Background: an optimization exercise with open tools, aiming at small area and a short achievable clock period. Do not read the settings as production practice.
In this exercise RTL edits were held to simulation tests only and were not proved equivalent to the original.
Power figures rest on the tool's default switching activity, not on a simulated workload.

## flow/run.sh

```bash
#!/bin/bash
# Layout flow: the standard ORFS flow (standard.sh) with these changes:
#  - synthesis keeps the ALU (alu.sv, no registers) as its own module until the end,
#    maps it with ABC's delay-driven "map" (flow/abc_alu.script), and maps the rest with
#    flow/abc_top.script; the design is flattened afterwards as usual (synth_recipe.tcl),
#    so the registers are the standard synthesis's;
#  - input and output ports are buffered with buf_4;
#  - timing repair aims at a setup margin of 5.3 ns.
# ORFS writes each tool's log under orfs/logs; make's own output goes to flow.log.
set -euo pipefail
here=$(pwd)
rm -rf "$here/scripts_mod"
cp -r "$FLOW_HOME/scripts" "$here/scripts_mod"
python3 "$here/flow/patch_synth.py" "$here/scripts_mod/synth.tcl"
bash standard.sh \
  SCRIPTS_DIR="$here/scripts_mod" \
  SYNTH_HIERARCHICAL=1 \
  FAST_ABC_MODULES=alu \
  FAST_ABC_SCRIPT="$here/flow/abc_alu.script" \
  TOP_ABC_SCRIPT="$here/flow/abc_top.script" \
  BUFFER_PORTS_ARGS="-buffer_cell sky130_fd_sc_hd__buf_4" \
  SETUP_SLACK_MARGIN=5.3 \
  finish > "$here/flow.log" 2>&1
```

## flow/abc_alu.script

```
strash
dch
map -D 1000
buffer -c
topo
stime -c
upsize -c
dnsize -c
```

## flow/abc_top.script

```
strash
dch
map -D 1500
buffer -c
topo
stime -c
upsize -c
dnsize -c
```

## flow/patch_synth.py

```python
# Patch ORFS synth.tcl (copy) so that the modules in FAST_ABC_MODULES are mapped with
# FAST_ABC_SCRIPT and the top module with TOP_ABC_SCRIPT, instead of one ABC run for all.
import sys
p = sys.argv[1]
s = open(p).read()
old = """  log_cmd abc {*}$abc_args
} else {"""
new = """  if { [env_var_exists_and_non_empty FAST_ABC_MODULES] } {
    set map_args [lrange $abc_args 2 end]
    foreach m $::env(FAST_ABC_MODULES) {
      log_cmd abc -script $::env(FAST_ABC_SCRIPT) {*}$map_args $m
    }
    log_cmd abc -script $::env(TOP_ABC_SCRIPT) {*}$map_args $::env(DESIGN_NAME)
  } else {
    log_cmd abc {*}$abc_args
  }
} else {"""
assert s.count(old) == 1
open(p, 'w').write(s.replace(old, new))
```

## standard.sh

```bash
#!/bin/bash
# synth_recipe.tcl (not shown) runs the flow's synth.tcl, then flattens the netlist and writes it again
# the make line also repeats each setting of config.mk as NAME=value (left out here)
make -C /OpenROAD-flow-scripts/flow DESIGN_CONFIG=/design/flow/config.mk WORK_HOME=/design/flow/orfs CLKGATE_MAP_FILE= SYNTH_SCRIPT=/design/flow/synth_recipe.tcl "${@:-finish}"
```

## config.mk

```make
export PLATFORM = sky130hd
export DESIGN_NAME = processor_arm
export DESIGN_NICKNAME = processor_arm
export VERILOG_FILES = /design/flow/design.v
export SDC_FILE = /design/flow/constraint.sdc
export NUM_CORES = 8
export LEC_CHECK = 0
export CAP_MARGIN = 30
export CORE_MARGIN = 2
export CORE_UTILIZATION = 45
export CTS_CLUSTER_DIAMETER = 100
export CTS_CLUSTER_SIZE = 20
export PLACE_DENSITY = 0.55
export SETUP_SLACK_MARGIN = 5
export SLEW_MARGIN = 40
```

## constraint.sdc

```tcl
create_clock -name core_clock -period 8.5 [get_ports {CLOCK_50}]
set_input_delay 1.7000 -clock core_clock [delete_from_list [all_inputs] [get_ports {CLOCK_50}]]
set_output_delay 1.7000 -clock core_clock [all_outputs]
set_load 0.01 [all_outputs]
```

## design.v

```verilog
module alu (
    input  logic [63:0] fwd,
    input  logic [63:0] opA,
    input  logic [63:0] opX,
    input  logic        fwdA,
    input  logic        selFp,
    input  logic        selFn,
    input  logic        selX,
    input  logic        arith,
    input  logic        andOp,
    input  logic        orrOp,
    input  logic        sub,
    output logic [63:0] result
);
  logic [63:0] a, b;
  logic [64:0] sum;
  assign a = fwdA ? fwd : opA;
  assign b = ({64{selFp}} & fwd) | ({64{selFn}} & ~fwd) | ({64{selX}} & opX);
  assign sum = {a, sub} + {b, sub};
  assign result = ({64{arith}} & sum[64:1]) | ({64{andOp}} & a & b) | ({64{orrOp}} & (a | b));
endmodule
module processor_arm #(
    parameter N = 64
) (
    input logic CLOCK_50,
    reset,
    output logic [N-1:0] DM_writeData,
    DM_addr,
    output logic DM_writeEnable,
    output logic DM_readEnable,
    input logic [N-1:0] DM_readData,
    output logic [N-1:0] IM_addr,
    input logic [31:0] IM_readData
);
  logic clk;
  assign clk = CLOCK_50;
  logic [63:2] pc;
  logic isLDUR, isSTUR, isCBZ, isMOVZ, isADD, isSUB, isAND, isORR;
  logic [23:21] opD;
  logic [20:0] fldD;
  logic [4:0] rmD;
  logic bypRawA, bypRawB;   
  logic [63:2] pcD;
  logic regWriteE, memReadE, memWriteE, branchE;
  logic fwdAE, fwdBE, selBFpE, selBFnE, selBXE, andE, orrE, subE, arithE;
  logic [4:0] rdE;
  logic [63:0] opAE, opBE, opXE;
  logic regWriteM, memReadM, memWriteM, takenM, loadWbM;
  logic [4:0] rdM;
  logic [63:0] aluM, wdM;
  logic [30:0][63:0] R;
  logic [30:0] valid;
  logic stall;
  always_ff @(posedge clk or posedge reset)
    if (reset) pc <= '0;
    else if (!stall) pc <= takenM ? aluM[63:2] : pc + 62'd1;
  assign IM_addr = {pc, 2'b00};
  logic [10:0] opF;
  logic isSTURF, isCBZF, isMOVZF;
  assign opF = IM_readData[31:21];
  assign isSTURF = opF == 11'b11111000000;
  assign isCBZF = opF[10:3] == 8'b10110100;
  assign isMOVZF = opF[10:2] == 9'b110100101;
  always_ff @(posedge clk or posedge reset)
    if (reset) begin
      isLDUR <= 1'b0;
      isSTUR <= 1'b0;
      isCBZ  <= 1'b0;
      isMOVZ <= 1'b0;
      isADD  <= 1'b0;
      isSUB  <= 1'b0;
      isAND  <= 1'b0;
      isORR  <= 1'b0;
    end else if (!stall) begin
      isLDUR <= opF == 11'b11111000010;
      isSTUR <= isSTURF;
      isCBZ  <= isCBZF;
      isMOVZ <= isMOVZF;
      isADD  <= opF == 11'b10001011000;
      isSUB  <= opF == 11'b11001011000;
      isAND  <= opF == 11'b10001010000;
      isORR  <= opF == 11'b10101010000;
    end
  logic [4:0] rnNext, rmNext;
  assign rnNext = stall ? fldD[9:5] : IM_readData[9:5];
  assign rmNext = stall ? rmD :
      (isSTURF || isCBZF || isMOVZF) ? IM_readData[4:0] : IM_readData[20:16];
  always_ff @(posedge clk)
    if (!stall) begin
      opD  <= IM_readData[23:21];
      fldD <= IM_readData[20:0];
      pcD  <= pc;
    end
  always_ff @(posedge clk) rmD <= rmNext;
  always_ff @(posedge clk or posedge reset)
    if (reset) begin
      bypRawA <= 1'b0;
      bypRawB <= 1'b0;
    end else begin
      bypRawA <= regWriteE && rdE != 5'd31 && rdE == rnNext;
      bypRawB <= regWriteE && rdE != 5'd31 && rdE == rmNext;
    end
  logic isR;
  assign isR = isADD | isSUB | isAND | isORR;
  logic [4:0] rnD, rdD;
  assign rnD = fldD[9:5];
  assign rdD = fldD[4:0];
  assign stall = memReadE && (rnD == rdE || rmD == rdE);
  logic [63:0] wbM;
  logic weRF;
  assign wbM  = loadWbM ? DM_readData : aluM;
  assign weRF = regWriteM && rdM != 5'd31;
  logic noRegA, bypA, bypB;
  logic [30:0] selA, selB;
  logic [63:0] rdA, rdB;
  logic [4:0] lowA, lowB;
  assign noRegA = isCBZ | isMOVZ;
  assign bypA = bypRawA && !noRegA;
  assign bypB = bypRawB;
  logic noRegNext;
  logic [30:0] validNext, selANext, selBNext;
  logic [4:0] lowANext, lowBNext;
  assign noRegNext = stall ? noRegA : (isCBZF || isMOVZF);
  for (genvar k = 0; k < 31; k++) begin : g_sel
    assign validNext[k] = valid[k] || (weRF && rdM == 5'(k));
    assign selANext[k]  = rnNext == 5'(k) && validNext[k] && !noRegNext;
    assign selBNext[k]  = rmNext == 5'(k) && validNext[k];
  end
  logic [31:0] validNext32;
  assign validNext32 = {1'b1, validNext};   
  assign lowANext = (!validNext32[rnNext] && !noRegNext) ? rnNext : 5'd0;
  assign lowBNext = !validNext32[rmNext] ? rmNext : 5'd0;
  always_ff @(posedge clk) begin
    selA <= selANext;
    selB <= selBNext;
    lowA <= lowANext;
    lowB <= lowBNext;
  end
  logic [63:0] treeA, treeB;
  always_comb begin
    treeA = {64{isCBZ}} & {pcD, 2'b00};
    treeB = '0;
    for (int k = 0; k < 31; k++) begin
      treeA = treeA | ({64{selA[k]}} & R[k]);
      treeB = treeB | ({64{selB[k]}} & R[k]);
    end
    treeA[4:0] = treeA[4:0] | lowA;
    treeB[4:0] = treeB[4:0] | lowB;
  end
  assign rdA = ({64{bypA && loadWbM}} & DM_readData) | ({64{bypA && !loadWbM}} & aluM) |
               ({64{!bypA}} & treeA);
  assign rdB = ({64{bypB && loadWbM}} & DM_readData) | ({64{bypB && !loadWbM}} & aluM) |
               ({64{!bypB}} & treeB);
  logic [63:0] immD;
  always_comb
    if (isMOVZ) immD = {48'd0, fldD[20:5]} << {opD[22:21], 4'd0};
    else if (isCBZ) immD = {{43{opD[23]}}, opD[23:21], fldD[20:5], 2'b00};
    else immD = {{55{fldD[20]}}, fldD[20:12]};
  always_ff @(posedge clk or posedge reset)
    if (reset) begin
      regWriteE <= 1'b0;
      memReadE  <= 1'b0;
      memWriteE <= 1'b0;
      branchE   <= 1'b0;
    end else begin
      regWriteE <= !stall && (isLDUR || isR || isMOVZ);
      memReadE  <= !stall && isLDUR;
      memWriteE <= !stall && isSTUR;
      branchE   <= !stall && isCBZ;
    end
  always_ff @(posedge clk) begin
    fwdAE   <= regWriteE && rdE != 5'd31 && rdE == rnD && !noRegA;
    fwdBE   <= regWriteE && rdE != 5'd31 && rdE == rmD;
    selBFpE <= (isADD || isAND || isORR) && regWriteE && rdE != 5'd31 && rdE == rmD;
    selBFnE <= isSUB && regWriteE && rdE != 5'd31 && rdE == rmD;
    selBXE  <= !(isR && regWriteE && rdE != 5'd31 && rdE == rmD);
    arithE  <= !(isAND || isORR);
    andE    <= isAND;
    orrE    <= isORR;
    subE    <= isSUB;
    rdE     <= rdD;
    opAE    <= rdA;
    opBE    <= rdB;
    opXE    <= isR ? (isSUB ? ~rdB : rdB) : immD;
  end
  logic [63:0] bfE, resE;
  assign bfE = fwdBE ? aluM : opBE;
  alu ALU (
      .fwd   (aluM),
      .opA   (opAE),
      .opX   (opXE),
      .fwdA  (fwdAE),
      .selFp (selBFpE),
      .selFn (selBFnE),
      .selX  (selBXE),
      .arith (arithE),
      .andOp (andE),
      .orrOp (orrE),
      .sub   (subE),
      .result(resE)
  );
  always_ff @(posedge clk or posedge reset)
    if (reset) begin
      regWriteM <= 1'b0;
      loadWbM   <= 1'b0;
      memReadM  <= 1'b0;
      memWriteM <= 1'b0;
      takenM    <= 1'b0;
    end else begin
      regWriteM <= regWriteE;
      loadWbM   <= memReadE && rdE != 5'd31;   
      memReadM  <= memReadE;
      memWriteM <= memWriteE;
      takenM    <= branchE && bfE == 64'd0;
    end
  always_ff @(posedge clk) begin
    rdM  <= rdE;
    aluM <= resE;
    wdM  <= bfE;
  end
  assign DM_addr = aluM;
  assign DM_writeData = wdM;
  assign DM_writeEnable = memWriteM;
  assign DM_readEnable = memReadM;
  for (genvar k = 0; k < 31; k++) begin : g_rf
    always_ff @(posedge clk) if (weRF && rdM == 5'(k)) R[k] <= wbM;
    always_ff @(posedge clk or posedge reset)
      if (reset) valid[k] <= 1'b0;
      else valid[k] <= validNext[k];
  end
endmodule
```

==> results of run 1 <==
-- layout by cell type, fill, tap and decap left out, drive strengths merged, types with 11 or more instances in the layout --
master,Yosys,final
a2111oi,62,62
a211oi,19,19
a21boi,11,11
a21oi,347,347
a221oi,216,216
a22o,94,94
a22oi,1293,1293
a31oi,85,85
a41oi,18,18
buf,153,836
clkbuf,476,267
clkinv,5,21
clkinvlp,0,11
dfrtp,112,112
dfxtp,416,416
diode,0,118
edfxtp,2070,2070
ha,128,128
inv,762,770
nand2,1510,1510
nand3,340,340
nand4,353,353
nor2,618,618
nor3,128,128
nor4,59,59
o2111ai,28,28
o211ai,102,102
o21ai,554,554
o21bai,12,12
o221ai,51,51
o22ai,11,11
or2,30,30
or4,28,28
xor2,33,33
-- Yosys stat by module, one instance, submodules excluded --
module         flops+latches  times used  cells inside  area (um2)
processor_arm           2598           1          8458      105000
alu                        0           1          1740        9170
-- registers in the layout (all words and copies together), names as in the netlist, 31 cells and up --
name	count
R	1984
aluM	64
opAE	64
opBE	64
opXE	64
pc	62
pcD	62
selA	31
selB	31
valid	31
wdM	64
-- what timing repair did --
| item | 4_1_cts | 5_1_grt |
|---|---|---|
| setup buffers | 154 | 75 |
| pin swaps | 28 | 79 |
| gates resized for setup | 442 | 339 |
| endpoints found under the hold margin | 0 | 0 |
| gates cloned | 6 | 11 |
| endpoints found under the setup margin | 895 | 277 |
-- routing by layer --
| layer | up-vias | wire, um | global-route usage, % |
|---|---|---|---|
| met4 | 52 | 67000 | 39.1 |
| met5 | - | 671 | 0 |
| li1 | 39400 | - | - |
| met1 | 51700 | 230000 | 62.3 |
| met3 | 2966 | 115000 | 22.8 |
| met2 | 11000 | 268000 | 69.8 |
-- cell type report --
cell class,count,area (um2),area share [%]
antenna,118,295,0.222
clock buffer,257,4370,3.28
clock inverter,33,513,0.386
inverter,767,2970,2.23
multi-input combinational,6205,38600,29.0
sequential,2598,73900,55.5
tap,3366,4210,3.17
timing repair buffer,849,8220,6.18
timing repair inverter,3,26.3,0.0197
-- kinds of logic (layout without fill, tap and decap cells) --
kind of cell    Yosys count  in the layout  synth area share (%)
simple gates           3085           3085                  11.8
compound gates         2946           2946                  17.9
flops                  2598           2598                  63.9
buf+inv                1396           1909                  4.64
fa+ha+maj               129            129                  1.41
xor+xnor                 38             38                 0.290
mux                       5              5                0.0447
other cells               1            120               0.00327
-- report_power, final --
group	internal, W	total (W)	switching (W)
clock	0.00365	0.00843	0.00478
sequential	0.0139	0.0142	0.000249
combinational	0.000412	0.00154	0.00113
total	0.0180	0.0241	0.00615
-- final timing paths --
path                       cells after the start  slack (ps)       end
max                                            6        5080  opAE[48]
min                                            0         350    rdE[1]
max reg2reg                                    6        5080  opAE[48]
min reg2reg                                    0         350    rdE[1]
max in group asynchronous                      4        6050   loadWbM
min in group asynchronous                      2         730     pc[2]
-- metrics by stage --
stage / utilization (%) / instances / instance area, um2 / hold WS, ps
finish: 52.4 / 14200 / 133000 / 347
global route: 52.4 / 14100 / 133000 / 360
CTS: 51.5 / 14000 / 131000 / 350
detailed placement: 48.4 / 13500 / 123000 / 327
global placement: 48.2 / 13500 / 122000 / 330
floorplan: - / 10200 / 115000 / 323
==> results.txt, run 1 <==
Pwr:
- The design draws 0.0241 W.
- Dividing total power by cell area gives a power density of 181 mW/mm2.
- The static leakage is 47.2 nW.
- The worst IR drop on VDD is 0.199 mV.

Worst setup path:
- The category of the worst setup path launch point is a flip-flop.
- The cell with the largest stage delay on the worst path is sky130_fd_sc_hd__dfrtp_2.
- The class of the most critical setup path is flip-flop to flip-flop.
- Tracing the worst setup path back leads to its startpoint at isMOVZ.
- In this run the critical register-to-register path is launched from isMOVZ.
- Counting both buffers and inverters, the worst setup path holds a total of 2.
- At the worst endpoint, the required time is 9220 ps.
- In this design, the stage delay of the slowest critical-path cell is 770 ps.
- STA puts the critical path data arrival time at 4140 ps.
- The cell class contributing the biggest share of worst-path delay is buffers and inverters.
- In this run the worst path has a maximum fanout of 29.
- The critical path endpoint category is a flip-flop.
- Traced cell by cell, the critical path runs through nor2_2 > nand2_4 > buf_4 > buf_6 > nor2_1 > a31oi_1.

Floorplanning:
- The height of the die is 509 um.
- The area inside the core boundary is 0.254 mm2.
- The starting density of the core is 45.2%.
- The standard-cell row count is 185.
- The die outline area is 0.259 mm2.
- For this design the top-level I/O count stands at 292.
- The width of the chip is 509 um.

Synth:
- After synthesis, the most frequently instantiated cells are sky130_fd_sc_hd__edfxtp_1, sky130_fd_sc_hd__nand2_1, sky130_fd_sc_hd__a22oi_1, sky130_fd_sc_hd__inv_1, sky130_fd_sc_hd__nor2_1.
- Of all flip-flops after synthesis, the portion carrying an async set or reset was 4.31%.
- After synthesis the netlist holds a flip-flop and latch count of 2598.
- Sorting the synthesized cells by area gives the leading types as sky130_fd_sc_hd__edfxtp_1, sky130_fd_sc_hd__a22oi_1, sky130_fd_sc_hd__dfxtp_1.
- The library cell with the highest instance count after synthesis is sky130_fd_sc_hd__edfxtp_1.
- The number of different library cells used by synthesis comes to 80.
- The most used flip-flop cell after synthesis is sky130_fd_sc_hd__edfxtp_1.
- In this run the mean area of a mapped cell was 11.2 um2.
- For this run, the register share of the synthesized area comes to 63.9%.
- The Yosys step of the flow raised 7 warnings.
- The number of enable flip-flop cells after synthesis is 2070.
- In this run the biggest area consumer among cell types represents 54.2% of the synthesized area.
- After synthesis the cells add up to 0.115 mm2.
- Synthesis produced 10200 cells.
- The largest total area in the synthesized netlist belongs to sky130_fd_sc_hd__edfxtp_1.

Drt:
- The routed wire length is 681 mm.
- In the routed design, unresolved DRC markers number 0.
- The count of vias placed by the detailed router is 105000.
- The detail-routed net length per standard cell is 47.9 um.
- The first detailed-routing pass ran for 7 iterations.
- The vias per cell is 7.40.
- In this run, the number of DRC markers left after iteration 0 of detailed routing was 21100.
- The number of nets with antenna violations after routing is 0.

Status:
- The run finished with no timing, DRC or antenna violations.

Timing:
- The number of slew-limit violations in the final report is 0.
- Setup repair after global routing could not meet its margin everywhere.
- The worst setup margin is 5080 ps.
- The maximum clock frequency is 292 MHz.
- The post-route setup TNS is 0 ps.
- The maximum clock skew at final layout is 50.4 ps.
- The worst pin sits at a relative slew slack of 29.4%.
- The final period demand of the worst path is 3420 ps.
- Setup violations remaining at the end of the flow were counted as 0.
- The final critical-path share of the clock period is 40.3%.
- The total count of hold-check failures in the final report is 0.
- For the pin with the worst max-slew slack, the measured transition is 1060 ps.

Global routing:
- The total global routing track utilization is 50.9%.
- Entering global routing, the biggest net connects 92 pins.
- The initial antenna violation count came to 94.
- The first global-routing pass estimated 876 mm of wire.
- The total congestion overflow after global routing is 0.
- The via count of the first global-routing pass is 94900.

CTS:
- The clock tree from TritonCTS is built.
- The clock latency reported for the late side of the worst-skew pair is 940 ps.
- The clock root buffer is sky130_fd_sc_hd__clkbuf_16.
- Clock tree synthesis found a total of 2598 sinks.
- The buffer levels on the longest clock path is 3.
- For this design, the CTS-stage hold fixing added 0 buffers.
- The number of levels the H-tree was split into is 4.
- After clock tree synthesis, the clock-pin slew on the worst setup and hold paths is 90 ps.
- The clock buffer count from CTS is 157.

Placed design:
- Prior to clock tree synthesis, the placed netlist has a worst setup slack of 4060 ps.
- The number of port buffers is 289.
- The congestion estimate from routability-driven global placement came to 1.04.
- The half-perimeter wire length of the detailed placement result is 424 mm.

Finish:
- Counting the fill cells in the layout gives 22300.
- The number of nets in the layout is 10800.
- The fraction of layout instances using a drive strength above 1 is 16.8%.
- Relative to the synthesized area, the layout overhead comes to 16.0%.

Worst hold path:
- The startpoint identified for the worst hold timing path is fldD[1].
- The min-delay analysis places its worst path in the category flip-flop to flip-flop.

Flow run:
- The tool flagged a number of max-cap violations equal to 0.
==> run 2: changes to the inputs <==
==> flow/abc_top.script (replaced) <==
&get -n
&st
&dch
&nf
&put
buffer -c
topo
stime -c
upsize -c
dnsize -c
==> run 2 against run 1 <==
  * Routed wire length shrank 14%
  * Flip-flop and latch count is the same
  * Setup slack got worse by 58 ps
  * Critical endpoint is now opAE[13]
==> results.txt, run 2 <==
Global routing:
- The via count of the first global-routing pass came to 86700.
- The largest net degree at the start of global routing is 92.
- The initial antenna violation count is 49.
- The total congestion overflow after global routing is 0.
- Global routing used 44.5% of the available tracks.
- The first global-routing pass estimated 758 mm of wire.

Synth:
- Yosys instantiated no cell more often than sky130_fd_sc_hd__edfxtp_1.
- The async set or reset register ratio after synthesis is 4.31%.
- The count of synthesis-stage warnings from yosys is 7.
- The share of the Yosys chip area taken by registers is 65.7%.
- The largest area contributor in the synthesized netlist is sky130_fd_sc_hd__edfxtp_1.
- The average instance in the mapped netlist occupies 12.7 um2.
- The flip-flop and latch count after synthesis is 2598.
- Yosys mapped the design onto 87 distinct sky130hd cell types.
- Yosys attributes the largest share of cell area to sky130_fd_sc_hd__edfxtp_1, sky130_fd_sc_hd__dfxtp_1, sky130_fd_sc_hd__a222oi_1.
- The top cell type by area accounts for 55.7% of the synthesized area.
- In the synthesized netlist, the number of instances is 8818.
- The mapped netlist covers 0.112 mm2.
- The commonest cells after synthesis are sky130_fd_sc_hd__edfxtp_1, sky130_fd_sc_hd__nand2_1, sky130_fd_sc_hd__a222oi_1, sky130_fd_sc_hd__a22oi_1, sky130_fd_sc_hd__clkbuf_1.
- The most used flip-flop cell after synthesis is sky130_fd_sc_hd__edfxtp_1.
- The synthesized design contains 2070 enable-type register cells.

Finish:
- Ranked by flip-flop count, first place goes to R.
- The fraction of layout instances using a drive strength above 1 is 21.0%.
- In the layout the commonest cells are sky130_fd_sc_hd__edfxtp_1, sky130_fd_sc_hd__a222oi_1, sky130_fd_sc_hd__nand2_1.
- The final layout contains 9453 nets.
- The register with the most flip-flops in the layout has 1984 of them.
- The library cell used most frequently in the layout, excluding fill and tap cells, is sky130_fd_sc_hd__edfxtp_1.
- The area overhead of the layout relative to synthesis is 16.5%.
- The number of fill cells is 21100.
- The post-layout utilization of the core is 52.8%.

Worst setup path:
- At the worst endpoint, the required time is 9170 ps.
- The cell occurring most often along the worst timing path is sky130_fd_sc_hd__buf_4.
- The critical path is of the flip-flop to flip-flop type.
- Traced cell by cell, the critical path runs through buf_4 > buf_4 > a222oi_1 > nand4_1 > nor3_2 > a21oi_1.
- The worst setup path is captured at a flip-flop.
- Together, buffers and inverters on the worst path number 2.
- Of all nets on the critical path, the largest fanout is 24.
- The largest stage delay on the critical path is 680 ps.
- Among cell families on the critical path, the largest total delay comes from buffers and inverters.
- The cell with the largest stage delay on the worst path is sky130_fd_sc_hd__buf_4.
- The category of the worst setup path launch point is a flip-flop.
- STA puts the critical path data arrival time at 4150 ps.

Placed design:
- The number of port buffers is 289.
- The half-perimeter wire length of the detailed placement result is 364 mm.
- The congestion estimate from routability-driven global placement came to 1.05.

Drt:
- Summing over every cut layer, the via total after detailed routing is 93700.
- The routed wire length is 583 mm.
- In the routed design, unresolved DRC markers number 0.
- The pre-antenna-repair detailed-routing pass consisted of 17 iterations.
- The number of nets with antenna violations after routing is 0.
- Dividing the detail-routed wire length by the instance count gives 46.1 um.
- The number of DRC markers after the initial detailed-route iteration is 19600.
- The vias per cell is 7.42.

Timing:
- The maximum clock frequency is 287 MHz.
- The final critical path takes up 40.9% of the cycle.
- In this run the tightest slew margin relative to its limit is 30.3%.
- The final period demand of the worst path is 3480 ps.
- The total count of hold-check failures in the final report is 0.
- The number of slew-limit violations in the final report is 0.
- The maximum clock skew at final layout is 45.0 ps.
- The final number of setup-violating endpoints is 0.
- The post-route setup TNS is 0 ps.
- For the pin with the worst max-slew slack, the measured transition is 1040 ps.
- Setup repair after global routing could not meet its margin everywhere.

Pwr:
- Overall power consumption after layout is estimated at 0.0236 W.
- The power per unit of standard cell area is 182 mW/mm2.
- Summed over all cells, the static leakage comes to 44.9 nW.
- The worst IR drop on VDD is 0.227 mV.

CTS:
- After clock tree synthesis, the flow added hold-fix buffers numbering 0.
- The clock latency reported for the late side of the worst-skew pair is 880 ps.
- In this run, CTS created clock tree buffers numbering 152.
- The number of levels the H-tree was split into is 4.
- After clock tree synthesis, the clock-pin slew on the worst setup and hold paths is 90 ps.
- For this design, the sink count on the clock tree is 2598.
- Clock tree synthesis selected as its root buffer the cell sky130_fd_sc_hd__clkbuf_16.
- The clock passes through at most 3 buffers.
- TritonCTS built the clock tree.

Floorplanning:
- The area inside the core boundary is 0.246 mm2.
- The die outline area is 0.252 mm2.
- The standard-cell row count is 182.
- The number of top-level pins is 292.
- The height of the die is 502 um.
- The width of the chip is 502 um.
- The starting density of the core is 45.3%.

Flow run:
- The tool flagged a number of max-cap violations equal to 0.

Status:
- The flow ran to the end and the layout has no timing, DRC or antenna violations.

Worst hold path:
- The tightest min-delay check is of the flip-flop to flip-flop type.
run 2: changes by cell type in the layout (fill, tap and decap cells not counted), sizes merged, moves of 59 or more:
| cell | before | now |
|---|---|---|
| diode | 118 | 25 |
| a21oi | 347 | 435 |
| nor2 | 618 | 429 |
| nor3 | 128 | 202 |
| o211ai | 102 | 43 |
| a221oi | 216 | 106 |
| nand2 | 1510 | 819 |
| a22oi | 1293 | 543 |
| o21ai | 554 | 306 |
| inv | 770 | 409 |
| a222oi | 0 | 781 |
| mux2 | 1 | 76 |
| mux2i | 4 | 144 |
| a2111oi | 62 | 1 |
run 2: cell type report:
class                      count  area [um2]  area share, %
sequential                  2598       73900           56.9
tap                         3312        4140           3.19
clock inverter                16         213          0.164
inverter                     422        1660           1.28
clock buffer                 209        4170           3.21
antenna                       25        62.6         0.0482
multi-input combinational   5163       37600           28.9
timing repair buffer         884        8150           6.28
timing repair inverter         5        36.3         0.0279
run 2: per-module statistics from Yosys, one instance, submodules excluded:
module | times used | cells inside
processor_arm | 1 | 7078
alu | 1 | 1740
run 2: kinds of logic (layout without fill, tap and decap cells):
| logic type | after synthesis | in the layout | synth area share [%] |
|---|---|---|---|
| XOR/XNOR | 90 | 90 | 0.707 |
| multiplexers | 219 | 220 | 2.05 |
| AO/OA/AOI/OAI | 2506 | 2507 | 17.2 |
| flip-flops | 2598 | 2598 | 65.7 |
| other | 1 | 27 | 0.00336 |
| buffers and inverters | 1062 | 1536 | 3.62 |
| adder cells (fa/ha/maj) | 129 | 129 | 1.45 |
| AND/OR/NAND/NOR | 2213 | 2215 | 9.24 |
run 2: repair_timing:
action / 4_1_cts / 5_1_grt
endpoints found under the setup margin: 1370 / 466
resized for setup: 528 / 367
cloned: 12 / 9
pin swaps: 49 / 51
buffers inserted: 204 / 86
run 2: worst paths after layout:
| kind | startpoint | to | slack [ps] | cells after the start |
|---|---|---|---|---|
| max | selA[21] | opAE[13] | 5020 | 6 |
| min | fldD[1] | rdE[1] | 340 | 0 |
| max reg2reg | selA[21] | opAE[13] | 5020 | 6 |
| min reg2reg | fldD[1] | rdE[1] | 340 | 0 |
| max in group asynchronous | reset | pc[46] | 6360 | 3 |
| min in group asynchronous | reset | valid[29] | 850 | 2 |
run 2: worst reg2reg max path, stage by stage (launching register included):
cell and delay, ps:
sky130_fd_sc_hd__dfxtp_4 670, sky130_fd_sc_hd__buf_4 780, sky130_fd_sc_hd__buf_4 610, sky130_fd_sc_hd__a222oi_1 200, sky130_fd_sc_hd__nand4_1 230, sky130_fd_sc_hd__nor3_2 130
sky130_fd_sc_hd__a21oi_1 660
run 2: layer usage:
metal / global-route usage, % / wire, um
met3: 19.8 / 93700
met5: 0 / 234
met1: 53.7 / 197000
met4: 29.8 / 49300
met2: 64.0 / 243000
run 2: report_power, final:
group	leakage [nW]	total (W)	internal, W	switching [W]
logic	19.0	0.00161	0.000479	0.00113
registers	23.8	0.0142	0.0139	0.000236
clock network	2.11	0.00787	0.00346	0.00441
run 2: metrics by stage:
step | worst slack, ps | hold slack, ps | area [um2] | cells
2_1_floorplan | 4560 | 323 | 112000 | 8819
3_3_place_gp | 3660 | 331 | 119000 | 12100
3_5_place_dp | 3710 | 327 | 119000 | 12100
4_1_cts | 5140 | 322 | 127000 | 12500
5_1_grt | 5100 | 341 | 130000 | 12600
6_report | 5020 | 340 | 130000 | 12600
==> run 3: changes to the inputs <==
==> flow/abc_alu.script (replaced) <==
strash
dch
map -D 1500
buffer -c
topo
stime -c
upsize -c
dnsize -c
==> run 3 against run 2 <==
  * Cell count is 1.4% lower
  * Clock power hardly changed
  * Power hardly changed
  * Highest routed layer unchanged
  * Via count is 1.0% lower
  * Critical endpoint is now opAE[28]
  * Fmax is 0.66% higher
  * Clock-buffer cell count is 5 lower
  * Largest power group unchanged
==> results.txt, run 3 <==
Finish:
- Leaving out fill and tap cells, the most frequent cell in the layout is sky130_fd_sc_hd__edfxtp_1.
- The number of fill cells is 20800.
- The number of nets in the layout is 9367.
- R holds more flip-flops than any other register.
- In the layout the commonest cells are sky130_fd_sc_hd__edfxtp_1, sky130_fd_sc_hd__a222oi_1, sky130_fd_sc_hd__buf_4.
- The cell area after layout is 0.130 mm2.
- The register with the most flip-flops in the layout has 1984 of them.
- The fraction of layout instances using a drive strength above 1 is 22.5%.
- From synthesis to final layout, the design area changed by 17.3%.

Floorplanning:
- The area inside the core boundary is 0.245 mm2.
- The die outline area is 0.251 mm2.
- From bottom edge to top edge, the die measures 501 um.
- The standard-cell row count is 182.
- The number of top-level pins is 292.
- The die is 501 um wide.
- The initial utilization of the core area, before any placement, comes to 45.2%.

CTS:
- The tree is rooted in a sky130_fd_sc_hd__clkbuf_16.
- Clock-pin slew was measured on the worst setup and hold paths at 90 ps.
- Counting along the longest clock path gives a buffer depth of 3.
- The number of buffers inserted by hold repair at cts is 0.
- The clock sink count is 2598.
- TritonCTS built the clock tree.
- Clock latency on the worst-skew pair, taken at its later pin, is 870 ps.
- The number of levels the H-tree was split into is 4.
- The number of clock buffers added by TritonCTS is 152.

Global routing:
- The via count of the first global-routing pass is 86100.
- The initial antenna violation count is 53.
- Global routing used 43.5% of the available tracks across all layers.
- The total congestion overflow after global routing is 0.
- The largest net degree at the start of global routing is 87.
- The first global-routing pass estimated 744 mm of wire.

Synth:
- The cell area that synthesis handed to floorplanning was 0.111 mm2.
- Yosys attributes the largest share of cell area to sky130_fd_sc_hd__edfxtp_1, sky130_fd_sc_hd__dfxtp_1, sky130_fd_sc_hd__a222oi_1.
- Averaged over all synthesized cells, the footprint is 12.8 um2.
- The number of distinct standard cells referenced by the synthesized netlist is 92.
- The count of synthesis-stage warnings from yosys is 7.
- The number of instances in the synthesized netlist is 8682.
- The area share of the largest cell type after synthesis is 56.0%.
- Summing the sequential cell areas from Yosys gives 66.0% of the chip area.
- The flip-flop and latch count after synthesis is 2598.
- Of all flip-flops after synthesis, the portion carrying an async set or reset was 4.31%.
- In this run, synthesis inferred 2070 flip-flops with an integrated enable.
- sky130_fd_sc_hd__edfxtp_1 is the most common cell in the netlist.
- The largest area contributor in the synthesized netlist is sky130_fd_sc_hd__edfxtp_1.
- The most used flip-flop cell after synthesis is sky130_fd_sc_hd__edfxtp_1.
- After synthesis, the most frequently instantiated cells are sky130_fd_sc_hd__edfxtp_1, sky130_fd_sc_hd__a222oi_1, sky130_fd_sc_hd__nand2_1, sky130_fd_sc_hd__a22oi_1, sky130_fd_sc_hd__a21oi_1.

Worst hold path:
- The worst hold path begins at fldD[4].
- In this run the worst hold path is classified as flip-flop to flip-flop.

Timing:
- The final period demand of the worst path is 3460 ps.
- The number of slew-limit violations in the final report is 0.
- For the final database, setup skew stands at 41.1 ps.
- Setup repair after global routing could not meet its margin everywhere.
- The transition at the pin with the smallest max-transition slack is 1020 ps.
- The post-route setup TNS is 0 ps.
- Once routing completed, OpenROAD measured the worst setup slack at 5040 ps.
- Dividing the final minimum period by the clock period gives 40.7%.
- The total count of hold-check failures in the final report is 0.
- The final number of setup-violating endpoints is 0.
- Measured against its own limit, the worst slew margin works out to 31.8%.
- The maximum clock frequency is 289 MHz.

Drt:
- The detail-routed net length per standard cell is 45.8 um.
- For this run, design rule violations remaining after detail routing come to 0.
- The number of optimization iterations in the first detailed-route pass is 13.
- The detail route stage leaves a number of antenna-violating nets equal to 0.
- The routed wire length is 571 mm.
- The final route contains 92800 vias.
- After detailed routing, the number of vias per cell comes to 7.45.
- For this block, the initial DRC count from the detailed router was 20600.

Worst setup path:
- The total buffers and inverters traversed by the critical path is 2.
- In this run the critical register-to-register path is launched from selA[13].
- STA classifies the critical path endpoint as a flip-flop.
- Grouping stages by cell kind, the critical path spends the most delay in buffers and inverters.
- For the worst setup path, the data arrival time is 4100 ps.
- In this run the register-to-register setup slack is 5040 ps.
- The largest stage delay on the critical path is 810 ps.
- For this design, the slowest cell found on the critical path is sky130_fd_sc_hd__a21oi_1.
- The worst setup path is launched from a flip-flop.
- Traced cell by cell, the critical path runs through buf_4 > buf_4 > a22oi_1 > nand4_1 > nor3_1 > a21oi_1.
- The required arrival time at the worst endpoint is 9140 ps.
- Of all nets on the critical path, the largest fanout is 25.
- The beginning of the critical path is selA[13].
- The cell occurring most often along the worst timing path is sky130_fd_sc_hd__buf_4.
- The class of the most critical setup path is flip-flop to flip-flop.

Flow run:
- The tool flagged a number of max-cap violations equal to 0.

Pwr:
- The power per unit of standard cell area is 182 mW/mm2.
- Across the VDD grid, the largest voltage drop is 0.197 mV.
- Summed over all cells, the static leakage comes to 44.8 nW.

Placed design:
- Routability-driven placement finished with a final weighted congestion of 1.05.
- OpenSTA, run right after detailed placement, puts the worst setup slack at 3820 ps.
- The half-perimeter wire length of the detailed placement result is 359 mm.
- Once placement finished, the instance area stood at 0.118 mm2.
- Port buffering added 289 buffers.

Status:
- The flow ran to the end and the layout has no timing, DRC or antenna violations.
[run 3: cell count changes after synthesis, moves of 16 or more]
cell,change
sky130_fd_sc_hd__o21ai_0,+26
sky130_fd_sc_hd__a21oi_1,+46
sky130_fd_sc_hd__nor2_1,-37
sky130_fd_sc_hd__inv_1,-16
sky130_fd_sc_hd__nand2_1,-85
sky130_fd_sc_hd__o21ai_1,-16
[run 3: logic make-up after synthesis]
group,after synthesis,synth area share (%)
AO/OA/AOI/OAI,2525,17.3
XOR/XNOR,97,0.766
adder cells (fa/ha/maj),129,1.46
buffers and inverters,1052,3.61
flip-flops,2598,66.0
multiplexers,219,2.06
other,1,0.00338
AND/OR/NAND/NOR,2061,8.71
[run 3: power by group]
| part | internal [W] | switching, W | leakage (nW) | total (W) |
|---|---|---|---|---|
| Clock | 0.00348 | 0.00441 | 2.12 | 0.00789 |
| Combinational | 0.000495 | 0.00111 | 18.9 | 0.00161 |
| Sequential | 0.0139 | 0.000236 | 23.8 | 0.0142 |
| Total | 0.0179 | 0.00576 | 44.8 | 0.0237 |
[run 3: per-layer routing]
metal  share of wire (%)  wire length [um]  vias to the layer above  track usage (%)
met5               0.073               417                        -                0
met4                 7.3             41800                       48             25.3
met3                  16             90400                     1908             18.4
met2                  42            241000                     8433             63.4
met1                  35            197000                    46400             53.9
li1                    -                 -                    35900                -
[run 3: timing repair]
item                        CTS  global route
cloned                       17            12
setup endpoints to repair  1357           543
gates resized for setup     614           444
setup buffers               233           105
pin swaps                    69           115
[run 3: stage by stage]
| stage | util (%) | instances | total power (W) | hold WS (ps) |
|---|---|---|---|---|
| 6_report | 53.0 | 12500 | 0.0237 | 347 |
| 5_1_grt | 53.0 | 12400 | 0.0241 | 357 |
| 4_1_cts | 51.8 | 12300 | 0.0234 | 349 |
| 3_5_place_dp | 48.3 | 11800 | 0.0156 | 329 |
| 3_3_place_gp | 48.0 | 11800 | 0.0156 | 331 |
| 2_1_floorplan | - | 8683 | 0.0149 | 323 |
[run 3: worst paths after layout]
kind / end / cells after the start
min in group asynchronous: valid[27] / 2
worst min-delay path: rdE[4] / 0
max in group asynchronous: pc[38] / 3
worst min register to register: rdE[4] / 0
worst max register to register: opAE[28] / 6
worst max-delay path: opAE[28] / 6
[run 3: layout make-up]
cell class                      instances  area [um2]  area share, %
Tap cell                             3220        4030           3.10
Inverter                              409        1620           1.25
Sequential cell                      2598       73900           56.8
Timing Repair Buffer                  927        8380           6.44
Clock inverter                         19         287          0.220
Timing Repair inverter                 14         103         0.0788
Antenna cell                           25        62.6         0.0481
Multi-Input combinational cell       5038       37700           28.9
Clock buffer                          204        4100           3.15
[run 3: worst register-to-register path: stages (launching register included)]
cell,delay (ps)
sky130_fd_sc_hd__dfxtp_4,710
sky130_fd_sc_hd__buf_4,660
sky130_fd_sc_hd__buf_4,690
sky130_fd_sc_hd__a22oi_1,170
sky130_fd_sc_hd__nand4_1,130
sky130_fd_sc_hd__nor3_1,70
sky130_fd_sc_hd__a21oi_1,810
[run 3: modules after synthesis (local to each module, per instance)]
module / times used / area, um2
alu: 1 / 8580
processor_arm: 1 / 102000
==> run 4: changes to the inputs <==
==> flow/abc_alu.script (replaced) <==
strash
dch
map -D 1000
buffer -c
topo
stime -c
upsize -c
dnsize -c
--- a/config.mk
+++ b/config.mk
@@ -13,3 +13,4 @@
 export PLACE_DENSITY = 0.55
 export SETUP_SLACK_MARGIN = 5
 export SLEW_MARGIN = 40
+export TNS_END_PERCENT = 20
==> run 4 against run 3 <==
  * Still clean
  * Clock power about the same
  * First-iteration DRC count up 0.19%
  * Flip-flop and latch count unchanged
  * Critical endpoint is now opAE[46]
==> results.txt, run 4 <==
CTS:
- The clock sink count is 2598.
- The clock slew seen by the registers of the worst setup and hold paths is 90 ps.
- The number of levels the H-tree was split into is 4.
- The clock tree from TritonCTS is built.
- The tree is rooted in a sky130_fd_sc_hd__clkbuf_16.
- Buffers inserted during clock tree synthesis total 153.
- The clock passes through at most 3 buffers.
- At the later pin of the worst-skew pair, clock insertion delay measures 890 ps.

Synth:
- The part of the Yosys area used for sequential elements is 65.7%.
- The mapped netlist covers 0.112 mm2.
- The number of distinct standard cells referenced by the synthesized netlist is 87.
- Sorting the synthesized cells by area gives the leading types as sky130_fd_sc_hd__edfxtp_1, sky130_fd_sc_hd__dfxtp_1, sky130_fd_sc_hd__a222oi_1.
- After synthesis the netlist holds a flip-flop and latch count of 2598.
- The number of instances in the synthesized netlist is 8818.
- The async set or reset register ratio after synthesis is 4.31%.
- Ranked by instance count, the synthesized netlist is headed by sky130_fd_sc_hd__edfxtp_1, sky130_fd_sc_hd__nand2_1, sky130_fd_sc_hd__a222oi_1, sky130_fd_sc_hd__a22oi_1, sky130_fd_sc_hd__clkbuf_1.
- In this run the biggest area consumer among cell types represents 55.7% of the synthesized area.
- The most used flip-flop cell after synthesis is sky130_fd_sc_hd__edfxtp_1.
- Yosys printed 7 warnings.
- The library cell with the highest instance count after synthesis is sky130_fd_sc_hd__edfxtp_1.
- The synthesized design contains 2070 enable-type register cells.
- After synthesis, the mean cell area works out to 12.7 um2.
- The synthesized design spends more area on one cell type than any other, namely sky130_fd_sc_hd__edfxtp_1.

Finish:
- The area overhead of the layout relative to synthesis is 14.3%.
- The flip-flop count of the largest register, all copies and words added is 1984.
- The commonest non-fill, non-tap cell in the layout is sky130_fd_sc_hd__edfxtp_1.
- The area occupied by multi-input gates is 0.0367 mm2.
- In the final design database the tool counted 9324 nets.
- R holds more flip-flops than any other register.
- The number of fill cells is 20900.
- The area of all sequential standard cells is 0.0737 mm2.
- The fraction of layout instances using a drive strength above 1 is 17.6%.
- In the layout the commonest cells are sky130_fd_sc_hd__edfxtp_1, sky130_fd_sc_hd__a222oi_1, sky130_fd_sc_hd__nand2_1.

Global routing:
- The via count of the first global-routing pass is 86400.
- The initial antenna violation count is 57.
- Global routing used 45.0% of the available tracks.
- The total congestion overflow after global routing is 0.
- The first global-routing pass estimated 767 mm of wire.
- Entering global routing, the biggest net connects 98 pins.

Timing:
- The post-route setup TNS is 0 ps.
- Of the available clock period, the critical path in the final layout requires 42.2%.
- Setup repair after global routing could not meet its margin everywhere.
- The number of slew-limit violations in the final report is 0.
- The total count of hold-check failures in the final report is 0.
- Between clock sinks in the finished design, the worst skew comes to 35.3 ps.
- The final number of setup-violating endpoints is 0.
- The final period demand of the worst path is 3590 ps.
- For the pin with the worst max-slew slack, the measured transition is 984 ps.
- Measured against its own limit, the worst slew margin works out to 32.5%.
- The maximum clock frequency is 279 MHz.

Drt:
- Before antenna repair, the detailed router went through 14 iterations.
- The number of nets with antenna violations after routing is 0.
- The routed length on met2 is 242 mm.
- The detail-routed net length per standard cell is 46.8 um.
- The routed wire length is 586 mm.
- The count of vias placed by the detailed router is 93300.
- For this block, the initial DRC count from the detailed router was 20600.
- The top layer used by detailed routing is met5.
- The vias per cell is 7.45.
- The length of routed wiring on met1 is 198 mm.
- The wire length on met3 is 96.6 mm.
- The final routed DRC violation total is 0.

Worst setup path:
- Of all nets on the critical path, the largest fanout is 36.
- The class of the most critical setup path is flip-flop to flip-flop.
- STA classifies the critical path startpoint as a flip-flop.
- The required arrival time at the worst endpoint is 9240 ps.
- The worst flop-to-flop path startpoint is isCBZ.
- STA puts the critical path data arrival time at 4330 ps.
- Counting cells, the worst reg-to-reg path comes to 7.
- The worst register-to-register path ends at opAE[46].
- The critical path endpoint category is a flip-flop.
- The setup slack of the worst register-to-register path is 4910 ps.
- The beginning of the critical path is isCBZ.

Worst hold path:
- The worst hold path belongs to the class flip-flop to flip-flop.
- The worst hold path begins at fldD[2].
- The worst hold path terminates at rdE[2].
- Counting instances, the worst hold path has a depth of 0.

Placed design:
- The half-perimeter wire length of the detailed placement result is 369 mm.
- The number of port buffers is 289.
- The congestion estimate from routability-driven global placement came to 1.08.

Floorplanning:
- The number of top-level pins is 292.
- The die covers 0.252 mm2.
- The width of the chip is 502 um.
- The initialized floorplan defines 182 standard-cell rows.
- The core region is 0.246 mm2.
- For this configuration, the core starts out at a cell density of 45.3%.
- The height of the die is 502 um.

Pwr:
- The worst IR drop on VDD is 0.210 mV.
- The static leakage is 44.0 nW.
- The post-layout total power is 0.0235 W.
- The power per unit of standard cell area is 185 mW/mm2.

Flow run:
- The tool flagged a number of max-cap violations equal to 0.

Status:
- The flow ran to the end and the layout has no timing, DRC or antenna violations.
[run 4: changes by cell type after synthesis, sizes merged, moves of 7 or more]
cell / delta
a21boi: +7
xnor2: -7
o2111ai: +9
nor3: +7
nand3: +16
a31oi: +14
nor2: +37
nand2: +89
a21oi: -44
o21ai: -8
inv: +12
[run 4: area by class of cell]
type	instances	share of cell area, %
timing repair inverter	6	0.0304
inverter	422	1.28
clock inverter	27	0.270
multi-input combinational	5165	28.8
sequential	2598	57.8
timing repair buffer	751	5.27
antenna	36	0.0707
clock buffer	207	3.21
tap	3312	3.25
[run 4: worst max-delay path, cell delays in order (launching register included)]
cell                        delay (ps)
sky130_fd_sc_hd__dfrtp_4           720
sky130_fd_sc_hd__buf_6             540
sky130_fd_sc_hd__nor2_4            280
sky130_fd_sc_hd__and2_4            250
sky130_fd_sc_hd__buf_12            150
sky130_fd_sc_hd__bufbuf_16         380
sky130_fd_sc_hd__nor4_4            930
sky130_fd_sc_hd__a21oi_1           110
[run 4: how the worst max path moves through the flow]
stage | end | slack, ps | cells after the start
final | opAE[46] | 4910 | 7
after global routing | IM_addr[24] | 4990 | 1
after CTS | IM_addr[31] | 4950 | 1
after detailed placement | lowB[0] | 3780 | 11
after global placement | aluM[59] | 3790 | 11
after floorplan | lowB[3] | 4560 | 12
[run 4: power by group]
| part | switching [W] | internal (W) |
|---|---|---|
| registers | 0.000278 | 0.0139 |
| clock network | 0.00448 | 0.00345 |
| logic | 0.00103 | 0.000375 |
[run 4: cells by family after synthesis]
family | share of synthesized area [%]
mux | 2.05
simple gates | 9.24
xor+xnor | 0.707
buf+inv | 3.62
flops | 65.7
compound gates | 17.2
other cells | 0.00336
fa+ha+maj | 1.45
[run 4: modules after synthesis (local to each module, per instance)]
module         cells  copies in the design
processor_arm   7078                     1
alu             1740                     1
[run 4: repair_timing]
action / 4_1_cts / 5_1_grt
resized for setup: 372 / 112
setup buffers: 124 / 34
hold buffers: 0 / 0
endpoints found under the setup margin: 1121 / 766
gates cloned: 10 / 7
pin swaps: 52 / 21
[run 4: stage by stage]
step	util [%]	setup WS, ps	cell area (um2)	instances	hold WS (ps)
2_1_floorplan	-	4560	112000	8819	323
3_3_place_gp	48.2	3790	119000	12100	327
3_5_place_dp	48.5	3780	119000	12100	331
4_1_cts	51.4	4950	126000	12400	351
5_1_grt	51.8	4990	127000	12500	368
6_report	51.8	4910	127000	12500	350
[run 4: layer usage]
layer	GRT usage (%)	up-vias
met5	0	-
met4	30.1	38
met3	20.2	2123
met2	64.3	8848
met1	54.7	46300
li1	-	36000
==> run 5: changes to the inputs <==
==> flow/abc_top.script (replaced) <==
&get -n
&st
&dch
&nf
&put
--- a/config.mk
+++ b/config.mk
@@ -13,4 +13,3 @@
 export PLACE_DENSITY = 0.55
 export SETUP_SLACK_MARGIN = 5
 export SLEW_MARGIN = 40
-export TNS_END_PERCENT = 20
==> run 5 against run 4 <==
  * Still clean on timing, DRC and antenna
  * Synthesized area fell by 2.1%
  * Die area is 2.1% lower
  * Setup slack improved by 110 ps
  * Core utilization rose by 1.7 points
  * Combinational power increased by 11%
  * Synthesized cell count decreased by 6.6%
  * Clock skew up 12 ps
  * Flip-flop and latch count did not move
  * Global-route usage increased by 3.4 points
  * Via count grew 5.2%
  * Critical endpoint is now opXE[13]
==> results.txt, run 5 <==
Status:
- The run finished with no timing, DRC or antenna violations.

Finish:
- The post-route netlist has 18.0% of its cells at a drive strength greater than 1.
- The area occupied by multi-input gates is 0.0365 mm2.
- The number of nets in the layout is 9431.
- The area overhead of the layout relative to synthesis is 17.9%.
- In the final layout, flip-flops and latches occupy 0.0739 mm2.
- In the layout the commonest cells are sky130_fd_sc_hd__edfxtp_1, sky130_fd_sc_hd__nand2_1, sky130_fd_sc_hd__a222oi_1.
- The post-layout utilization of the core is 53.5%.
- The register with the most flip-flops is R.
- The library cell used most frequently in the layout, excluding fill and tap cells, is sky130_fd_sc_hd__edfxtp_1.
- After filler insertion, the fill cell instance count of the layout stands at 20400.
- The flip-flop count of the largest register, all copies and words added is 1984.

Drt:
- In the routed layout, each cell is associated on average with a via count of 7.81.
- The number of nets with antenna violations after routing is 0.
- The final routed DRC violation total is 0.
- The number of DRC markers after the initial detailed-route iteration is 23000.
- The routed wire length is 618 mm.
- In the final routed layout, each cell accounts on average for 49.2 um.
- The count of vias placed by the detailed router is 98100.
- The number of optimization iterations in the first detailed-route pass is 17.

Timing:
- The final period demand of the worst path is 3480 ps.
- The final critical-path share of the clock period is 41.0%.
- For the final database, setup skew stands at 47.7 ps.
- The post-route setup TNS is 0 ps.
- Setup violations remaining at the end of the flow were counted as 0.
- For the pin with the worst max-slew slack, the measured transition is 1070 ps.
- Setup repair after global routing could not meet its margin everywhere.
- In this run the tightest slew margin relative to its limit is 29.0%.
- The number of slew-limit violations in the final report was 0.
- The total count of hold-check failures in the final report is 0.
- The maximum clock frequency is 287 MHz.

Pwr:
- The worst IR drop on VDD is 0.174 mV.
- The analysis attributes to cell leakage a power of 44.4 nW.
- For this design the ratio of total power to cell area is 185 mW/mm2.

Worst setup path:
- The data arrival time of the critical path is 4220 ps.
- The largest individual stage delay along the critical path comes from the cell sky130_fd_sc_hd__dfxtp_4.
- The category of the worst setup path launch point is a flip-flop.
- The critical path goes through buf_4 > a222oi_1 > nand3_1 > a21oi_1 > nand4_1 > nor3_1 > a21oi_1 > mux2i_1 > o21ai_0.
- Broken down by cell family, the worst path's largest delay share belongs to compound AO/OA/AOI/OAI gates.
- In this run the critical register-to-register path is launched from selB[24].
- The critical path endpoint category is a flip-flop.
- The required arrival time at the worst endpoint is 9240 ps.
- Together, buffers and inverters on the worst path number 1.
- The highest fanout seen on the critical path is 23.
- The largest single stage delay on the critical path is 800 ps.
- The class of the most critical setup path is flip-flop to flip-flop.
- The cell that appears most often on the critical path is sky130_fd_sc_hd__a21oi_1.
- The beginning of the critical path is selB[24].

Synth:
- The synthesized area is 0.109 mm2.
- The part of the Yosys area used for sequential elements is 67.1%.
- The count of synthesis-stage warnings from yosys is 7.
- After synthesis, the cell types taking the most area are sky130_fd_sc_hd__edfxtp_1, sky130_fd_sc_hd__dfxtp_1, sky130_fd_sc_hd__a222oi_1.
- Counting flops with a built-in enable in the synthesized netlist gives 2070.
- The area share of the largest cell type after synthesis is 56.9%.
- sky130_fd_sc_hd__edfxtp_1 takes more of the synthesized area than any other cell.
- The most common cell in the synthesized netlist is sky130_fd_sc_hd__edfxtp_1.
- The number of different library cells used by synthesis comes to 80.
- Counting every instance in the synthesized netlist gives 8234.
- In the synthesized netlist the dominant register cell turns out to be sky130_fd_sc_hd__edfxtp_1.
- The synthesized area per cell is 13.3 um2.
- By count the netlist is led by sky130_fd_sc_hd__edfxtp_1, sky130_fd_sc_hd__nand2_1, sky130_fd_sc_hd__a222oi_1, sky130_fd_sc_hd__a22oi_1, sky130_fd_sc_hd__a21oi_1.
- Counting flops with an async set or reset pin after synthesis yields a share of 4.31%.
- The flip-flop and latch count after synthesis is 2598.

CTS:
- At the later pin of the worst-skew pair, clock insertion delay measures 900 ps.
- The tree is rooted in a sky130_fd_sc_hd__clkbuf_16.
- TritonCTS built the clock tree.
- The clock sink count is 2598.
- The clock buffer count from CTS is 153.
- After clock tree synthesis, the clock-pin slew on the worst setup and hold paths is 90 ps.
- The buffer levels on the longest clock path is 3.
- CTS built an H-tree with a depth of 4.
- In this run, post-CTS hold repair placed 0 buffers.

Global routing:
- The via count of the first global-routing pass is 90600.
- The total overflow left after global routing is 0.
- The initial antenna violation count is 73.
- The largest net degree at the start of global routing is 85.
- The first-pass GRT wire length is 803 mm.
- Global routing consumed, over all layers together, 48.4% of the routing resources.

Floorplanning:
- The die covers 0.247 mm2.
- Measured along the y axis, the die boundary spans 497 um.
- Pin placement for this block handled 292 I/O pins.
- The standard-cell row count is 180.
- The floorplan step defined a core boundary enclosing 0.241 mm2.
- The width of the chip is 497 um.
- The initial utilization of the core area, before any placement, comes to 45.3%.

Worst hold path:
- The min-delay analysis places its worst path in the category flip-flop to flip-flop.
- The origin of the worst min-delay path is fldD[1].

Placed design:
- The number of port buffers is 289.
- The weighted congestion at the end of routability-driven global placement is 1.05.
- Detailed placement finished with a half-perimeter wire length of 370 mm.

Flow run:
- The max-cap violation count is 0.
[run 5: per-layer routing]
metal	vias up	routed length (um)	track usage [%]
met2	10600	249000	67.4
met5	-	837	1.08
met1	48300	205000	58.6
met3	2903	103000	21.5
li1	36300	-	-
met4	63	60200	36.9
[run 5: power by group]
group | total (W) | switching (W) | internal, W | leakage, nW
clock network | 0.00809 | 0.00454 | 0.00355 | 2.17
logic | 0.00156 | 0.00108 | 0.000482 | 18.5
registers | 0.0141 | 0.000214 | 0.0139 | 23.8
total | 0.0238 | 0.00583 | 0.0180 | 44.4
[run 5: logic make-up (layout without fill, tap and decap cells)]
group	after synthesis	in the layout	share of synthesized area, %
compound gates	2506	2506	17.6
xor+xnor	90	90	0.722
fa+ha+maj	129	129	1.48
buf+inv	478	1572	1.66
flops	2598	2598	67.1
mux	219	221	2.09
other cells	1	45	0.00343
simple gates	2213	2215	9.35
[run 5: area by class of cell]
cell class                 count  area share, %
clock buffer                 263           3.34
sequential                  2598           57.4
timing repair inverter         3         0.0233
inverter                     422           1.29
clock inverter                21          0.210
antenna                       43         0.0835
timing repair buffer         863           6.27
multi-input combinational   5163           28.3
tap                         3185           3.09
[run 5: per-stage QoR]
| step | total power (W) | setup WS, ps | cell area [um2] | hold slack, ps | std cells |
|---|---|---|---|---|---|
| after floorplan | 0.0148 | 4630 | 110000 | 323 | 8235 |
| after global placement | 0.0155 | 3940 | 118000 | 331 | 11900 |
| after detailed placement | 0.0155 | 3920 | 119000 | 339 | 11900 |
| after CTS | 0.0235 | 5130 | 127000 | 352 | 12400 |
| after global routing | 0.0242 | 5050 | 129000 | 357 | 12500 |
| final | 0.0238 | 5020 | 129000 | 349 | 12600 |
[run 5: timing repair]
action                                  CTS  global route
endpoints found under the setup margin  937           535
resized for setup                       516           272
pin swaps                                35            57
gates cloned                              7             2
buffers inserted                        242            74
[run 5: path summary, 6_finish.rpt]
path,to,slack (ps),cells after the start
worst max register to register,opXE[13],5020,9
worst min register to register,rdE[1],350,0
max in group asynchronous,pc[52],6360,3
min in group asynchronous,isSUB,970,2
worst max-delay path,opXE[13],5020,9
worst min-delay path,rdE[1],350,0
[run 5: modules after synthesis, one instance, submodules excluded]
| module | copies in the design | flops+latches | cells inside | area, um2 |
|---|---|---|---|---|
| alu | 1 | 0 | 1740 | 9170 |
| processor_arm | 1 | 2598 | 6494 | 100000 |
==> run 6: changes to the inputs <==
==> flow/abc_top.script (replaced) <==
&get -n
&st
&dch
&nf
&put
buffer -c
topo
stime -c
upsize -c
dnsize -c
--- a/config.mk
+++ b/config.mk
@@ -7,9 +7,9 @@
 export LEC_CHECK = 0
 export CAP_MARGIN = 30
 export CORE_MARGIN = 2
-export CORE_UTILIZATION = 45
+export CORE_UTILIZATION = 52
 export CTS_CLUSTER_DIAMETER = 100
 export CTS_CLUSTER_SIZE = 20
-export PLACE_DENSITY = 0.55
+export PLACE_DENSITY = 0.62
 export SETUP_SLACK_MARGIN = 5
 export SLEW_MARGIN = 40
==> run 6 against run 5 <==
  * Final area increased by 1.2%
  * Synthesized cell count increased by 7.1%
  * Register-to-register slack improved by 40 ps
  * Sequential power barely moved
  * Non-clock buffer count up 28
  * Die area fell by 12%
  * Global-route usage increased by 2.5 points
  * Clock power is 2.8% lower
  * Combinational power rose by 7%
  * Routed wire length shrank 7.2%
  * Fmax is 1.2% higher
  * Critical endpoint is now opAE[1]
  * Largest cell class unchanged
  * Highest routed layer unchanged
==> results.txt, run 6 <==
CTS:
- In this run, post-CTS hold repair placed 0 buffers.
- The clock net in this run drives a total of 2598 sinks.
- TritonCTS created 151 clock buffers.
- The clock slew seen by the registers of the worst setup and hold paths is 90 ps.
- CTS built an H-tree with a depth of 4.
- The clock passes through at most 3 buffers.
- The tree is rooted in a sky130_fd_sc_hd__clkbuf_16.
- The clock tree from TritonCTS is built.
- At the later pin of the worst-skew pair, clock insertion delay measures 910 ps.

Pwr:
- Net switching is 24.6% of the power.
- The static leakage is 45.3 nW.
- Overall power consumption after layout is estimated at 0.0237 W.
- The internal power summed over all cells is 0.0179 W.
- Power spread over the standard cell area amounts to 182 mW/mm2.
- The part of the power in registers is 59.8%.
- The clock network fraction of design power is 33.2%.
- VDD sags by at most 0.243 mV.
- The combinational power share is 7.0%.
- The total net switching power is 0.00582 W.

Placed design:
- The half-perimeter wire length of the detailed placement result is 363 mm.
- Input and output buffers added on the ports amount to 289.
- Counting tap cells, the placed design contains a total of 11600 instances.
- The weighted congestion at the end of routability-driven global placement is 1.07.

Synth:
- The async set or reset register ratio after synthesis is 4.31%.
- The number of instances in the synthesized netlist is 8818.
- The flip-flop and latch count after synthesis is 2598.
- Counting distinct cell types in the post-synthesis netlist gives 87.
- The synthesized area is 0.112 mm2.
- After synthesis, the cell types taking the most area are sky130_fd_sc_hd__edfxtp_1, sky130_fd_sc_hd__dfxtp_1, sky130_fd_sc_hd__a222oi_1.
- In the synthesized netlist, the cells that appear most often are sky130_fd_sc_hd__edfxtp_1, sky130_fd_sc_hd__nand2_1, sky130_fd_sc_hd__a222oi_1, sky130_fd_sc_hd__a22oi_1, sky130_fd_sc_hd__clkbuf_1.
- In the post-synthesis netlist, the cell with the most instances is sky130_fd_sc_hd__edfxtp_1.
- The part of the Yosys area used for sequential elements is 65.7%.
- The largest area contributor in the synthesized netlist is sky130_fd_sc_hd__edfxtp_1.
- The most used flip-flop cell after synthesis is sky130_fd_sc_hd__edfxtp_1.
- The count of synthesis-stage warnings from yosys is 7.
- The synthesized area per cell is 12.7 um2.
- The number of enable flip-flop cells after synthesis is 2070.
- The area share of the largest cell type after synthesis is 55.7%.

Global routing:
- The initial antenna violation count is 62.
- Entering global routing, the biggest net connects 105 pins.
- The first-pass GRT wire length is 751 mm.
- The total overflow left after global routing is 0.
- The via count of the first global-routing pass is 88000.
- For this run, the total global-route usage over all layers was measured as 50.9%.

Worst setup path:
- The cell with the largest stage delay on the worst path is sky130_fd_sc_hd__buf_4.
- The cell class contributing the biggest share of worst-path delay is buffers and inverters.
- The signal on the critical path passes through nor2_1 > and2_4 > buf_4 > nor4_1 > buf_4 > a21oi_1.
- The cell occurring most often along the worst timing path is sky130_fd_sc_hd__buf_4.
- The class of the most critical setup path is flip-flop to flip-flop.
- Together, buffers and inverters on the worst path number 2.
- STA classifies the critical path startpoint as a flip-flop.
- STA classifies the critical path endpoint as a flip-flop.
- In this design, the stage delay of the slowest critical-path cell is 700 ps.
- The required arrival time at the worst endpoint is 9200 ps.
- The highest fanout seen on the critical path is 31.
- The data arrival time of the critical path is 4140 ps.

Status:
- The run finished with no timing, DRC or antenna violations.

Timing:
- The number of slew-limit violations in the final report was 0.
- The worst slew margin relative to its limit is 30.6%.
- The final critical-path share of the clock period is 40.5%.
- In the final timing run, aggregate negative setup slack is 0 ps.
- Setup repair after global routing could not meet its margin everywhere.
- The total count of hold-check failures in the final report was 0.
- For the pin with the worst max-slew slack, the measured transition is 1040 ps.
- On the final layout, the worst clock skew is 76.0 ps.
- The final number of setup-violating endpoints is 0.
- The maximum clock frequency is 291 MHz.
- The final period demand of the worst path is 3440 ps.

Drt:
- Once detail routing completed, the nets flagged for antenna violations numbered 0.
- In the routed design, unresolved DRC markers number 0.
- Summed over all layers, the routed wires come to 573 mm.
- The detailed router finished its first iteration with 21900 violations.
- The detail-routed net length per standard cell is 47.0 um.
- The final route contains 95400 vias.
- The number of optimization iterations in the first detailed-route pass is 14.
- Using the TritonRoute via totals, the vias-per-cell ratio works out to 7.81.

Finish:
- Once layout is complete, the utilization of the core stands at 60.9%.
- The library cells used most frequently in the layout, excluding fill and tap cells, are sky130_fd_sc_hd__edfxtp_1, sky130_fd_sc_hd__a222oi_1, sky130_fd_sc_hd__nand2_1.
- More flip-flops sit in one register than any other, and that register is R.
- The commonest non-fill, non-tap cell in the layout is sky130_fd_sc_hd__edfxtp_1.
- The filler-free cell count of the finished design is 12200.
- For this run, the post-layout net count is 9464.
- The fraction of layout instances using a drive strength above 1 is 22.1%.
- The area growth from synthesis to layout is 16.9%.
- The flip-flop count of the largest register, all copies and words added is 1984.

Floorplanning:
- The width of the chip is 467 um.
- The die outline area is 0.218 mm2.
- The standard-cell row count is 170.
- The height of the die is 467 um.
- The area inside the core boundary is 0.214 mm2.
- 292 I/O pins were placed.
- The starting density of the core is 52.1%.

Worst hold path:
- The worst min-delay path category is flip-flop to flip-flop.

Flow run:
- The max-cap violation count is 0.
## run 6: changes by cell type in the layout (fill, tap and decap cells not counted), sizes merged, moves of 5 or more
cell,change
buf,+26
diode,-5
inv,+76
clkinv,-94
clkinvlp,+24
clkbuf,-36
## run 6: power by group through the flow
| stage | clock network [W] | registers (W) | logic [W] |
|---|---|---|---|
| 2_1_floorplan | 0 | 0.0143 | 0.000543 |
| 3_3_place_gp | 0 | 0.0145 | 0.00112 |
| 4_1_cts | 0.00780 | 0.0141 | 0.00139 |
| 6_report | 0.00786 | 0.0141 | 0.00167 |
| 5_1_grt | 0.00822 | 0.0141 | 0.00169 |
| 3_5_place_dp | 0 | 0.0145 | 0.00115 |
## run 6: timing repair
action | 4_1_cts | 5_1_grt
setup endpoints to repair | 1785 | 967
resized for setup | 615 | 468
buffers inserted | 204 | 113
pin swaps | 56 | 98
cloned | 6 | 12
## run 6: kinds of logic (layout without fill, tap and decap cells)
logic type,after synthesis,in the layout,share of synthesized area (%)
fa+ha+maj,129,129,1.45
mux,219,220,2.05
xor+xnor,90,90,0.707
simple gates,2213,2215,9.24
compound gates,2506,2506,17.2
buf+inv,1062,1569,3.62
flops,2598,2598,65.7
other cells,1,40,0.00336
## run 6: layout make-up
cell class              instances  area, um2
clock buffers                 226       4140
multi-input cells            5162      38500
clock inverters                19        305
diodes                         38       95.1
inverters                     422       1680
well taps                    2838       3550
flip-flops and latches       2598      73900
repair inverters               11       72.6
repair buffers                891       8160
fillers                     16800      83600
## run 6: final timing paths
check,slack [ps],end,cells past startpoint,from
setup / recovery,5060,opAE[1],6,isCBZ
hold / removal,340,rdE[2],0,fldD[2]
min in group asynchronous,730,valid[25],2,reset
hold reg to reg,340,rdE[2],0,fldD[2]
setup reg to reg,5060,opAE[1],6,isCBZ
max in group asynchronous,6570,pc[46],4,reset
## run 6: through the flow
step | instance area [um2] | hold slack (ps) | setup slack, ps
6_report | 130000 | 345 | 5060
5_1_grt | 130000 | 353 | 5110
3_5_place_dp | 119000 | 333 | 3780
3_3_place_gp | 118000 | 329 | 3780
2_1_floorplan | 112000 | 323 | 4560
4_1_cts | 127000 | 356 | 5170
## run 6: layer usage
| metal | track usage, % | up-vias | wire [um] | share of wire (%) |
|---|---|---|---|---|
| li1 | - | 36300 | - | - |
| met1 | 58.5 | 46500 | 182000 | 32 |
| met2 | 72.0 | 9799 | 236000 | 41 |
| met3 | 25.5 | 2721 | 98600 | 17 |
| met4 | 39.5 | 48 | 56000 | 9.8 |
| met5 | 0.769 | - | 851 | 0.15 |
## run 6: per-module statistics from Yosys, one instance, submodules excluded
module         flip-flops and latches  cells inside  copies in the design
alu                                 0          1740                     1
processor_arm                    2598          7078                     1

==> afterwards: timing with drivers on the ports <==
The flow's constraints put no driver on any port. The routed layouts listed below were extracted and timed again, unchanged, in two steps. Step 1, drivers: a clkbuf_16 drives CLOCK_50 and a buf_2 each remaining input, both assumed. Step 2 also shifts input and output timing later by t, the mid clock arrival at the registers, as if the neighbouring blocks saw the same clock. Three values: ideal, step 1, step 2; two values: the first two.
| run | shift t [ns] | setup slack, ns | hold WS [ns] | clock arrival spread, ns |
|---|---|---|---|---|
| run 1 | 1.018 | 5.078 / 5.074 / 4.370 | 0.347 / 0.347 / 0.347 | 0.052 / 0.052 |
| run 2 | 0.962 | 5.020 / 5.010 / 4.272 | 0.340 / 0.340 / 0.340 | 0.055 / 0.055 |
| run 3 | 0.959 | 5.043 / 5.043 / 4.234 | 0.347 / 0.347 / 0.347 | 0.048 / 0.048 |
| run 4 | 0.972 | 4.911 / 4.866 / 4.142 | 0.350 / 0.350 / 0.350 | 0.044 / 0.044 |
| run 5 | 0.973 | 5.018 / 5.018 / 4.130 | 0.349 / 0.349 / 0.349 | 0.048 / 0.048 |
| run 6 | 0.959 | 5.060 / 5.036 / 4.313 | 0.345 / 0.345 / 0.345 | 0.077 / 0.077 |
After both steps every run listed still meets setup and hold. The setup slack of run 5, which loses most, moves by 0.000 ns with the drivers and by -0.888 ns with both steps.
